What follows belongs to an exercise in optimizing a design on an open flow for small area, a short achievable clock period and few clock cycles; a production flow would make more cautious choices. Where RTL was checked, it was by simulation tests only, not by an equivalence proof against the original. The clock input has no modelled driver; a real chip could not lean on it and would need a root buffer or a full tree. Power figures rest on the tool's default switching activity, not on a simulated workload.

==> inputs of onyx <==
==> flow/design.v (excerpt) <==
module axi4_lite_slave_wrapper #(
  parameter int ADDR_WIDTH = 32,
  parameter int DATA_WIDTH = 32
)(
  input  logic                      aclk,
  input  logic                      aresetn,
  input  logic [ADDR_WIDTH-1:0]     s_axi_awaddr,
  input  logic [2:0]                s_axi_awprot,
  input  logic                      s_axi_awvalid,
  output logic                      s_axi_awready,
  input  logic [DATA_WIDTH-1:0]     s_axi_wdata,
  input  logic [DATA_WIDTH/8-1:0]   s_axi_wstrb,
  input  logic                      s_axi_wvalid,
  output logic                      s_axi_wready,
  output logic [1:0]                s_axi_bresp,
  output logic                      s_axi_bvalid,
  input  logic                      s_axi_bready,
  input  logic [ADDR_WIDTH-1:0]     s_axi_araddr,
  input  logic [2:0]                s_axi_arprot,
  input  logic                      s_axi_arvalid,
  output logic                      s_axi_arready,
  output logic [DATA_WIDTH-1:0]     s_axi_rdata,
  output logic [1:0]                s_axi_rresp,
  output logic                      s_axi_rvalid,
  input  logic                      s_axi_rready
);
==> flow/config.mk <==
export PLATFORM = sky130hd
export DESIGN_NAME = axi4_lite_slave_wrapper
export DESIGN_NICKNAME = axi4_lite_slave_wrapper
export VERILOG_FILES = /design/flow/design.v
export SDC_FILE = /design/flow/constraint.sdc
export NUM_CORES = 4
export LEC_CHECK = 0
export CAP_MARGIN = 20
export CORE_MARGIN = 2
export CORE_UTILIZATION = 40
export SETUP_SLACK_MARGIN = 1.4
export SLEW_MARGIN = 20
export TNS_END_PERCENT = 0
==> flow/constraint.sdc <==
create_clock -name core_clock -period 3.0 [get_ports {aclk}]
set_input_delay 0.6000 -clock core_clock [delete_from_list [all_inputs] [get_ports {aclk}]]
set_output_delay 0.6000 -clock core_clock [all_outputs]
set_load 0.01 [all_outputs]
standard.sh (not shown) runs the stock make flow with config.mk's settings and CLKGATE_MAP_FILE= SYNTH_SCRIPT=/design/flow/synth_recipe.tcl, a recipe that flattens the netlist after the stock synthesis.
==> flow/flow/run.sh <==
#!/bin/bash
# Standard ORFS layout, with buf_1 port buffers, resizing not tied to cell
# footprints, a hand-built two-level clock tree (flow/cts_pre.tcl) and
# stronger drives on high-fanout logic (flow/cts_post.tcl).
set -euo pipefail
cd "$(dirname "$0")/.."
export FLOW_CTS_LEAVES=16
export FLOW_CTS_LEAF=sky130_fd_sc_hd__clkbuf_8
export FLOW_CTS_ROOT=sky130_fd_sc_hd__clkbuf_16
bash standard.sh \
  "BUFFER_PORTS_ARGS=-buffer_cell sky130_fd_sc_hd__buf_1" \
  MATCH_CELL_FOOTPRINT=0 \
  "PRE_CTS_TCL=$(pwd)/flow/cts_pre.tcl" \
  "POST_CTS_TCL=$(pwd)/flow/cts_post.tcl" \
  finish > flow_orfs.log 2>&1
==> flow/flow/clock_tree.tcl <==
# Build a two-level clock tree by hand: K leaf buffers at the centroids of a
# k-means clustering of the clock sinks, fed directly by the clock port (K<=4)
# or through a root buffer.
proc build_clock_tree {clk_port K leaf_master root_master} {
  set db [ord::get_db]
  set block [ord::get_db_block]
  set net [[$block findBTerm $clk_port] getNet]
  set sinks {}
  foreach it [$net getITerms] {
    if {[$it isInputSignal]} { lappend sinks $it }
  }
  set pts {}
  foreach it $sinks {
    set bb [[$it getInst] getBBox]
    lappend pts [list [expr {([$bb xMin]+[$bb xMax])/2.0}] [expr {([$bb yMin]+[$bb yMax])/2.0}]]
  }
  set n [llength $pts]
  # k-means, seeded along the x axis after sorting
  set order [lsort -real -index 0 $pts]
  set cent {}
  for {set k 0} {$k < $K} {incr k} {
    lappend cent [lindex $order [expr {int(($k + 0.5) * $n / $K)}]]
  }
  for {set iter 0} {$iter < 50} {incr iter} {
    set asg {}
    foreach p $pts {
      set best 0; set bd 1e30
      for {set k 0} {$k < $K} {incr k} {
        set c [lindex $cent $k]
        set d [expr {abs([lindex $p 0]-[lindex $c 0]) + abs([lindex $p 1]-[lindex $c 1])}]
        if {$d < $bd} { set bd $d; set best $k }
      }
      lappend asg $best
    }
    set sx {}; set sy {}; set cnt {}
    for {set k 0} {$k < $K} {incr k} { lappend sx 0.0; lappend sy 0.0; lappend cnt 0 }
    foreach p $pts a $asg {
      lset sx $a [expr {[lindex $sx $a] + [lindex $p 0]}]
      lset sy $a [expr {[lindex $sy $a] + [lindex $p 1]}]
      lset cnt $a [expr {[lindex $cnt $a] + 1}]
    }
    set new {}
    for {set k 0} {$k < $K} {incr k} {
      if {[lindex $cnt $k] > 0} {
        lappend new [list [expr {[lindex $sx $k]/[lindex $cnt $k]}] [expr {[lindex $sy $k]/[lindex $cnt $k]}]]
      } else { lappend new [lindex $cent $k] }
    }
    set cent $new
  }
  puts "clock tree: $n sinks, cluster sizes $cnt"
  set lm [$db findMaster $leaf_master]
  set feed $net
  if {$root_master ne ""} {
    set rm [$db findMaster $root_master]
    set root [odb::dbInst_create $block $rm "cts_root"]
    set cx 0.0; set cy 0.0
    foreach c $cent { set cx [expr {$cx + [lindex $c 0]}]; set cy [expr {$cy + [lindex $c 1]}] }
    $root setLocation [expr {int($cx/$K)}] [expr {int($cy/$K)}]
    $root setPlacementStatus PLACED
    [$root findITerm A] connect $net
    set feed [odb::dbNet_create $block "clknet_root"]
    $feed setSigType CLOCK
    [$root findITerm X] connect $feed
  }
  for {set k 0} {$k < $K} {incr k} {
    set b [odb::dbInst_create $block $lm "cts_leaf_$k"]
    set c [lindex $cent $k]
    $b setLocation [expr {int([lindex $c 0])}] [expr {int([lindex $c 1])}]
    $b setPlacementStatus PLACED
    [$b findITerm A] connect $feed
    set ln [odb::dbNet_create $block "clknet_leaf_$k"]
    $ln setSigType CLOCK
    [$b findITerm X] connect $ln
    set leafnet($k) $ln
  }
  foreach it $sinks a $asg {
    $it disconnect
    $it connect $leafnet($a)
  }
  $net setSigType CLOCK
}
==> flow/flow/cts_post.tcl <==
# Sourced by ORFS's cts.tcl (POST_CTS_TCL) after its timing repair: gives a
# stronger drive to single-drive logic cells that fan out to four or more
# pins (the wide enables and selects), then legalises the placement again.
set my_n 0
foreach inst [get_cells *] {
  set m [get_property $inst ref_name]
  if {![regexp {^sky130_fd_sc_hd__(nand|nor|and|or|a2|a3|o2|o3|inv|buf|mux2)[a-z0-9_]*_1$} $m]} continue
  set out [get_pins -of_objects $inst -filter "direction==output"]
  set fo [llength [get_pins -of_objects [get_nets -of_objects $out] -filter "direction==input"]]
  if {$fo < 4} continue
  regsub {_1$} $m {_2} m2
  set lc [get_lib_cells -quiet */$m2]
  if {[llength $lc]} { replace_cell $inst $lc; incr my_n }
}
puts "cts_post.tcl: upsized $my_n cells"
detailed_placement
estimate_parasitics -placement
==> flow/flow/cts_pre.tcl <==
# Sourced by ORFS's cts.tcl (PRE_CTS_TCL) after the placed design is loaded.
# Builds a shallow, balanced clock tree by hand (see clock_tree.tcl) and
# turns the clock_tree_synthesis call that follows into a no-op; the rest of
# cts.tcl (legalisation, timing repair) runs as usual.
source [file join [file dirname [info script]] clock_tree.tcl]
set K    $::env(FLOW_CTS_LEAVES)
set leaf $::env(FLOW_CTS_LEAF)
set root [expr {[info exists ::env(FLOW_CTS_ROOT)] ? $::env(FLOW_CTS_ROOT) : ""}]
build_clock_tree aclk $K $leaf $root
rename clock_tree_synthesis __unused_clock_tree_synthesis
proc clock_tree_synthesis {args} {
  puts "clock tree built by flow/clock_tree.tcl"
  set_propagated_clock [all_clocks]
}
==> inputs of umber, as changes to onyx <==
--- a/flow/design.v
+++ b/flow/design.v
@@ -202,39 +202,34 @@
         r_v    <= ar_v0;
         r_idle <= ~ar_v0;
         r_err  <= ar_lo[5];
       end
     end
   end
-  wire        r_hold = ~r_load;
-  wire [5:0]  g_lo   = {6{r_load}} & ar_lo;
-  wire [5:0]  g_hi   = {6{r_load}} & ~ar_hi_n;
-  wire [31:0] lo_word = ({32{r_hold}}  & r_data)
-                      | ({32{g_lo[0]}} & reg_ctrl)
-                      | ({32{g_lo[1]}} & {31'd0, reg_ctrl[0]})
-                      | ({32{g_lo[2]}} & reg_data_tx)
-                      | ({32{g_lo[3]}} & reg_irq_en)
-                      | ({32{g_lo[4]}} & reg_scratch)
-                      | ({32{g_lo[5]}} & 32'hDEADBEEF);
-  wire [31:0] hi_word = ({32{r_hold}}  & r_data)
-                      | ({32{g_hi[0]}} & reg_ctrl)
-                      | ({32{g_hi[1]}} & reg_data_tx)
-                      | ({32{g_hi[2]}} & reg_irq_en)
-                      | ({32{g_hi[3]}} & reg_scratch)
-                      | ({32{g_hi[4]}} & axi_pkg::IP_VERSION)
-                      | ({32{g_hi[5]}} & 32'hDEADBEEF);
+  wire [31:0] lo_word = ({32{ar_lo[0]}} & reg_ctrl)
+                      | ({32{ar_lo[1]}} & {31'd0, reg_ctrl[0]})
+                      | ({32{ar_lo[2]}} & reg_data_tx)
+                      | ({32{ar_lo[3]}} & reg_irq_en)
+                      | ({32{ar_lo[4]}} & reg_scratch)
+                      | ({32{ar_lo[5]}} & 32'hDEADBEEF);
+  wire [31:0] hi_word = ({32{~ar_hi_n[0]}} & reg_ctrl)
+                      | ({32{~ar_hi_n[1]}} & reg_data_tx)
+                      | ({32{~ar_hi_n[2]}} & reg_irq_en)
+                      | ({32{~ar_hi_n[3]}} & reg_scratch)
+                      | ({32{~ar_hi_n[4]}} & axi_pkg::IP_VERSION)
+                      | ({32{~ar_hi_n[5]}} & 32'hDEADBEEF);
   always_ff @(posedge aclk) begin
     if (ar_pop | ~ar_v0) begin
       ar_lo   <= lo_d;
       ar_hi_n <= ~hi_d;
     end
     if (~ar_v1) begin
       ar_ok1  <= ar_ok_in;
       ar_idx1 <= araddr[4:2];
     end
-    r_data <= {hi_word[31:16], lo_word[15:0]};
+    if (r_load) r_data <= {hi_word[31:16], lo_word[15:0]};
   end
 endmodule
 module axi4_lite_slave_wrapper #(
   parameter int ADDR_WIDTH = 32,
   parameter int DATA_WIDTH = 32
 )(
==> flow/flow/run.sh (replaced) <==
#!/bin/bash
# Standard ORFS layout, with buf_1 port buffers, resizing not tied to cell
# footprints, and a hand-built two-level clock tree (flow/cts_pre.tcl).
set -euo pipefail
cd "$(dirname "$0")/.."
export FLOW_CTS_LEAVES=16
export FLOW_CTS_LEAF=sky130_fd_sc_hd__clkbuf_8
export FLOW_CTS_ROOT=sky130_fd_sc_hd__clkbuf_16
bash standard.sh \
  "BUFFER_PORTS_ARGS=-buffer_cell sky130_fd_sc_hd__buf_1" \
  MATCH_CELL_FOOTPRINT=0 \
  "PRE_CTS_TCL=$(pwd)/flow/cts_pre.tcl" \
  finish > flow_orfs.log 2>&1
Settings changed: CORE_UTILIZATION 40 to 75.
removed: flow/flow/cts_post.tcl
==> inputs of raven, as changes to onyx <==
--- a/flow/design.v
+++ b/flow/design.v
@@ -55,29 +55,29 @@
   logic [31:0] reg_irq_en;
   logic [31:0] reg_scratch;
   logic       aw_v0, aw_v1;           
   logic [4:0] aw_e0, aw_e1;
   logic       aw_blk;                 
   logic       w_blk;                  
-  logic [3:0] w_arm;                  
   logic       awready_q, wready_q;    
   logic       b_v, b_idle, b_err;     
   logic       bs_v, bs_err;           
   assign awready = awready_q;
   assign wready  = wready_q;
   assign bvalid  = b_v;
   assign bresp   = {b_err, 1'b0};
   wire aw_fire = awvalid & ~aw_blk;
   wire w_fire  = wvalid & ~w_blk;
   wire b_free  = b_idle | bready;     
   wire       aw_ok_in = (awaddr[31:5] == 27'd0);
-  wire [4:0] aw_e_in  = {~aw_ok_in,
-                         aw_ok_in & (awaddr[4:2] == 3'd6),
-                         aw_ok_in & (awaddr[4:2] == 3'd4),
-                         aw_ok_in & (awaddr[4:2] == 3'd2),
-                         aw_ok_in & (awaddr[4:2] == 3'd0)};
+  wire [4:0] aw_e_in  = {aw_ok_in,
+                         awaddr[4:2] == 3'd6,
+                         awaddr[4:2] == 3'd4,
+                         awaddr[4:2] == 3'd2,
+                         awaddr[4:2] == 3'd0};
+  wire [3:0] w_sel = {4{~w_blk & aw_e0[4]}} & aw_e0[3:0];
   logic       aw_v0_d, aw_v1_d, bs_v_d, b_v_d, w_go_d;
   logic [4:0] aw_e0_d;
   always_comb begin
     aw_v0_d = aw_v0;
     aw_v1_d = aw_v1;
     if (w_fire) begin
@@ -95,33 +95,31 @@
   always_ff @(posedge aclk or negedge aresetn) begin
     if (!aresetn) begin
       aw_v0     <= 1'b0;
       aw_v1     <= 1'b0;
       aw_blk    <= 1'b1;
       w_blk     <= 1'b1;
-      w_arm     <= 4'd0;
       awready_q <= 1'b0;
       wready_q  <= 1'b0;
       b_v       <= 1'b0;
       b_idle    <= 1'b1;
       b_err     <= 1'b0;
       bs_v      <= 1'b0;
       bs_err    <= 1'b0;
     end else begin
       aw_v0     <= aw_v0_d;
       aw_v1     <= aw_v1_d;
       aw_blk    <= aw_v1_d;
       w_blk     <= ~w_go_d;
-      w_arm     <= {4{w_go_d}} & aw_e0_d[3:0];
       awready_q <= ~aw_v1_d;
       wready_q  <= w_go_d;
       b_v       <= b_v_d;
       b_idle    <= ~b_v_d;
       bs_v      <= bs_v_d;
-      if (b_free) b_err <= bs_v ? bs_err : aw_e0[4];
-      if (~bs_v)  bs_err <= aw_e0[4];
+      if (b_free) b_err <= bs_v ? bs_err : ~aw_e0[4];
+      if (~bs_v)  bs_err <= ~aw_e0[4];
     end
   end
   always_ff @(posedge aclk) begin
     aw_e0 <= aw_e0_d;
     if (~aw_v1) aw_e1 <= aw_e_in;
   end
@@ -131,16 +129,16 @@
       reg_data_tx <= '0;
       reg_irq_en  <= '0;
       reg_scratch <= '0;
     end else begin
       for (int b = 0; b < 4; b++) begin
         if (wvalid && wstrb[b]) begin
-          if (w_arm[0]) reg_ctrl[b*8 +: 8]    <= wdata[b*8 +: 8];
-          if (w_arm[1]) reg_data_tx[b*8 +: 8] <= wdata[b*8 +: 8];
-          if (w_arm[2]) reg_irq_en[b*8 +: 8]  <= wdata[b*8 +: 8];
-          if (w_arm[3]) reg_scratch[b*8 +: 8] <= wdata[b*8 +: 8];
+          if (w_sel[0]) reg_ctrl[b*8 +: 8]    <= wdata[b*8 +: 8];
+          if (w_sel[1]) reg_data_tx[b*8 +: 8] <= wdata[b*8 +: 8];
+          if (w_sel[2]) reg_irq_en[b*8 +: 8]  <= wdata[b*8 +: 8];
+          if (w_sel[3]) reg_scratch[b*8 +: 8] <= wdata[b*8 +: 8];
         end
       end
     end
   end
   logic        ar_v0, ar_v1;          
   logic        ar_blk;                
==> flow/flow/run.sh (replaced) <==
#!/bin/bash
# Standard ORFS layout, with buf_1 port buffers, resizing not tied to cell
# footprints, a hand-built clock tree (port -> 4 -> 16 buffers) (flow/cts_pre.tcl) and
# stronger drives on high-fanout logic (flow/cts_post.tcl).
set -euo pipefail
cd "$(dirname "$0")/.."
export FLOW_CTS_LEAVES=16
export FLOW_CTS_LEAF=sky130_fd_sc_hd__clkbuf_8
export FLOW_CTS_MIDS=4
export FLOW_CTS_MID=sky130_fd_sc_hd__clkbuf_8
bash standard.sh \
  "BUFFER_PORTS_ARGS=-buffer_cell sky130_fd_sc_hd__buf_1" \
  MATCH_CELL_FOOTPRINT=0 \
  "PRE_CTS_TCL=$(pwd)/flow/cts_pre.tcl" \
  "POST_CTS_TCL=$(pwd)/flow/cts_post.tcl" \
  finish > flow_orfs.log 2>&1
--- a/flow/flow/clock_tree.tcl
+++ b/flow/flow/clock_tree.tcl
@@ -1,9 +1,45 @@
 # Build a two-level clock tree by hand: K leaf buffers at the centroids of a
 # k-means clustering of the clock sinks, fed directly by the clock port (K<=4)
 # or through a root buffer.
+proc kmeans {pts K} {
+  set n [llength $pts]
+  set order [lsort -real -index 0 $pts]
+  set cent {}
+  for {set k 0} {$k < $K} {incr k} {
+    lappend cent [lindex $order [expr {int(($k + 0.5) * $n / $K)}]]
+  }
+  for {set iter 0} {$iter < 50} {incr iter} {
+    set asg {}
+    foreach p $pts {
+      set best 0; set bd 1e30
+      for {set k 0} {$k < $K} {incr k} {
+        set c [lindex $cent $k]
+        set d [expr {abs([lindex $p 0]-[lindex $c 0]) + abs([lindex $p 1]-[lindex $c 1])}]
+        if {$d < $bd} { set bd $d; set best $k }
+      }
+      lappend asg $best
+    }
+    set sx {}; set sy {}; set cnt {}
+    for {set k 0} {$k < $K} {incr k} { lappend sx 0.0; lappend sy 0.0; lappend cnt 0 }
+    foreach p $pts a $asg {
+      lset sx $a [expr {[lindex $sx $a] + [lindex $p 0]}]
+      lset sy $a [expr {[lindex $sy $a] + [lindex $p 1]}]
+      lset cnt $a [expr {[lindex $cnt $a] + 1}]
+    }
+    set new {}
+    for {set k 0} {$k < $K} {incr k} {
+      if {[lindex $cnt $k] > 0} {
+        lappend new [list [expr {[lindex $sx $k]/[lindex $cnt $k]}] [expr {[lindex $sy $k]/[lindex $cnt $k]}]]
+      } else { lappend new [lindex $cent $k] }
+    }
+    set cent $new
+  }
+  return [list $cent $asg $cnt]
+}
+
 proc build_clock_tree {clk_port K leaf_master root_master} {
   set db [ord::get_db]
   set block [ord::get_db_block]
   set net [[$block findBTerm $clk_port] getNet]
   set sinks {}
   foreach it [$net getITerms] {
@@ -76,6 +112,79 @@
   foreach it $sinks a $asg {
     $it disconnect
     $it connect $leafnet($a)
   }
   $net setSigType CLOCK
 }
+
+# Port -> M middle buffers -> K leaf buffers -> sinks (M <= 4: the port feeds them directly).
+proc build_clock_tree3 {clk_port M mid_master K leaf_master} {
+  set db [ord::get_db]
+  set block [ord::get_db_block]
+  set net [[$block findBTerm $clk_port] getNet]
+  set sinks {}
+  foreach it [$net getITerms] { if {[$it isInputSignal]} { lappend sinks $it } }
+  set pts {}
+  foreach it $sinks {
+    set bb [[$it getInst] getBBox]
+    lappend pts [list [expr {([$bb xMin]+[$bb xMax])/2.0}] [expr {([$bb yMin]+[$bb yMax])/2.0}]]
+  }
+  lassign [kmeans $pts $K] lcent lasg lcnt
+  # the leaves go to the M middle buffers in equal groups: sorted by x into
+  # columns, each column sorted by y
+  set cols [expr {$M >= 4 ? 2 : 1}]
+  set per [expr {$K / $M}]
+  set idx {}
+  for {set k 0} {$k < $K} {incr k} { lappend idx [list $k {*}[lindex $lcent $k]] }
+  set idx [lsort -real -index 1 $idx]
+  set masg [lrepeat $K 0]
+  set g 0
+  set colsize [expr {$K / $cols}]
+  for {set c 0} {$c < $cols} {incr c} {
+    set col [lsort -real -index 2 [lrange $idx [expr {$c * $colsize}] [expr {($c + 1) * $colsize - 1}]]]
+    for {set i 0} {$i < [llength $col]} {incr i} {
+      lset masg [lindex $col $i 0] [expr {$g + $i / $per}]
+    }
+    incr g [expr {$colsize / $per}]
+  }
+  set mcent {}; set mcnt {}
+  for {set m 0} {$m < $M} {incr m} {
+    set sx 0.0; set sy 0.0; set n 0
+    for {set k 0} {$k < $K} {incr k} {
+      if {[lindex $masg $k] == $m} {
+        set sx [expr {$sx + [lindex $lcent $k 0]}]; set sy [expr {$sy + [lindex $lcent $k 1]}]; incr n
+      }
+    }
+    lappend mcent [list [expr {$sx / $n}] [expr {$sy / $n}]]
+    lappend mcnt $n
+  }
+  puts "clock tree: [llength $sinks] sinks, leaf clusters $lcnt, middle groups $mcnt"
+  set mm [$db findMaster $mid_master]
+  set lm [$db findMaster $leaf_master]
+  for {set m 0} {$m < $M} {incr m} {
+    set b [odb::dbInst_create $block $mm "cts_mid_$m"]
+    set c [lindex $mcent $m]
+    $b setLocation [expr {int([lindex $c 0])}] [expr {int([lindex $c 1])}]
+    $b setPlacementStatus PLACED
+    [$b findITerm A] connect $net
+    set mn [odb::dbNet_create $block "clknet_mid_$m"]
+    $mn setSigType CLOCK
+    [$b findITerm X] connect $mn
+    set midnet($m) $mn
+  }
+  for {set k 0} {$k < $K} {incr k} {
+    set b [odb::dbInst_create $block $lm "cts_leaf_$k"]
+    set c [lindex $lcent $k]
+    $b setLocation [expr {int([lindex $c 0])}] [expr {int([lindex $c 1])}]
+    $b setPlacementStatus PLACED
+    [$b findITerm A] connect $midnet([lindex $masg $k])
+    set ln [odb::dbNet_create $block "clknet_leaf_$k"]
+    $ln setSigType CLOCK
+    [$b findITerm X] connect $ln
+    set leafnet($k) $ln
+  }
+  foreach it $sinks a $lasg {
+    $it disconnect
+    $it connect $leafnet($a)
+  }
+  $net setSigType CLOCK
+}
==> flow/flow/cts_post.tcl (replaced) <==
# Sourced by ORFS's cts.tcl (POST_CTS_TCL) after its timing repair: gives a
# stronger drive to single-drive logic cells that fan out to four or more
# pins (the wide enables and selects) and to buffers that fan out to six or
# more, then legalises the placement again.
set my_n 0
foreach inst [get_cells *] {
  set m [get_property $inst ref_name]
  if {![regexp {^sky130_fd_sc_hd__(nand|nor|and|or|a2|a3|o2|o3|inv|buf|mux2)[a-z0-9_]*_1$} $m]} continue
  set out [get_pins -of_objects $inst -filter "direction==output"]
  set fo [llength [get_pins -of_objects [get_nets -of_objects $out] -filter "direction==input"]]
  if {$fo < 4} continue
  regsub {_1$} $m {_2} m2
  set lc [get_lib_cells -quiet */$m2]
  if {[llength $lc]} { replace_cell $inst $lc; incr my_n }
}
# buffers that fan out to six or more pins (port buffers and the buffers
# placement added after them) get a buf_8
foreach inst [get_cells *] {
  set m [get_property $inst ref_name]
  if {![regexp {^sky130_fd_sc_hd__(buf|clkbuf)_[124]$} $m]} continue
  if {[string match cts_* [get_full_name $inst]]} continue
  set out [get_pins -of_objects $inst -filter "direction==output"]
  set fo [llength [get_pins -of_objects [get_nets -of_objects $out] -filter "direction==input"]]
  if {$fo < 6} continue
  set lc [get_lib_cells -quiet */sky130_fd_sc_hd__buf_8]
  if {[llength $lc]} { replace_cell $inst $lc; incr my_n }
}
puts "cts_post.tcl: upsized $my_n cells"
detailed_placement
estimate_parasitics -placement
==> flow/flow/cts_pre.tcl (replaced) <==
# Sourced by ORFS's cts.tcl (PRE_CTS_TCL) after the placed design is loaded.
# Builds a shallow, balanced clock tree by hand (see clock_tree.tcl): the
# clock port feeds FLOW_CTS_MIDS middle buffers, which feed
# FLOW_CTS_LEAVES leaf buffers placed at the centres of k-means clusters of
# the flip-flops. The clock_tree_synthesis call that follows becomes a no-op;
# the rest of cts.tcl (legalisation, timing repair) runs as usual.
source [file join [file dirname [info script]] clock_tree.tcl]
build_clock_tree3 aclk $::env(FLOW_CTS_MIDS) $::env(FLOW_CTS_MID) \
  $::env(FLOW_CTS_LEAVES) $::env(FLOW_CTS_LEAF)
rename clock_tree_synthesis __unused_clock_tree_synthesis
proc clock_tree_synthesis {args} {
  puts "clock tree built by flow/clock_tree.tcl"
  set_propagated_clock [all_clocks]
}
Settings changed: SETUP_SLACK_MARGIN 1.4 to 1.5, SYNTH_HIERARCHICAL from default to 1.
==> summary of the runs <==
- Die area, highest first: raven, onyx, umber.
- The highest worst setup slack belongs to raven, the lowest to umber.
- Global-route usage, lowest first: onyx, raven, umber.
- In umber the area after synthesis is higher than in onyx, by about 0.8%.
==> figures <==
quantity                                                      raven                    umber                     onyx
Result of the run                           complete, no violations  complete, no violations  complete, no violations
Leakage power total                                         4.14 nW                  3.68 nW                  3.84 nW
Diodes inserted                                                   2                        0                        4
Yosys top cell area share                                     0.428                    0.437                    0.441
Post-synthesis compound-gate area fraction                   0.0956                   0.0677                    0.102
Instance area at placement                                 9080 µm²                 8990 µm²                 9070 µm²
First DRT Iteration DRCs                                        350                      584                      377
Power attributed to sequential cells                      0.00456 W                0.00475 W                0.00468 W
Layout-to-synthesis area ratio                               1.210x                   1.119x                   1.159x
Highest layer used for signal routing                          met5                     met4                     met5
Testbench counts of umber, summed over its fixed seeds: cycles 3,216.
For onyx and raven, only the layout was checked, not whether the RTL still works. In every run of this note, the design's own scripts or RTL, not TritonCTS, make the clock network.

-- re-timing with driven ports --
The results above use ideal ports. As a check the final layouts listed here were re-extracted and re-timed, cells and wires unchanged. Step 1, drivers: a clkbuf_16 drives aclk and a buf_2 each remaining input, both assumed. Step 2 also shifts input and output timing later by t, the mid clock arrival at the registers, as if the neighbouring blocks saw the same clock. Three values: ideal ports, drivers, drivers and shift; two values: the first two.
| run | t, ns | setup WS [ns] | worst slew at a driven data input, ns |
|---|---|---|---|
| onyx | 0.435 | 1.415 / 1.407 / 1.060 | 0.08 |
| umber | 0.428 | 1.377 / 1.377 / 0.962 | 0.06 |
| raven | 0.370 | 1.473 / 1.454 / 1.149 | 0.07 |
After both steps every run listed still meets setup and hold. The setup slack of umber, which loses most, moves by 0.000 ns with the drivers and by -0.415 ns with both steps.
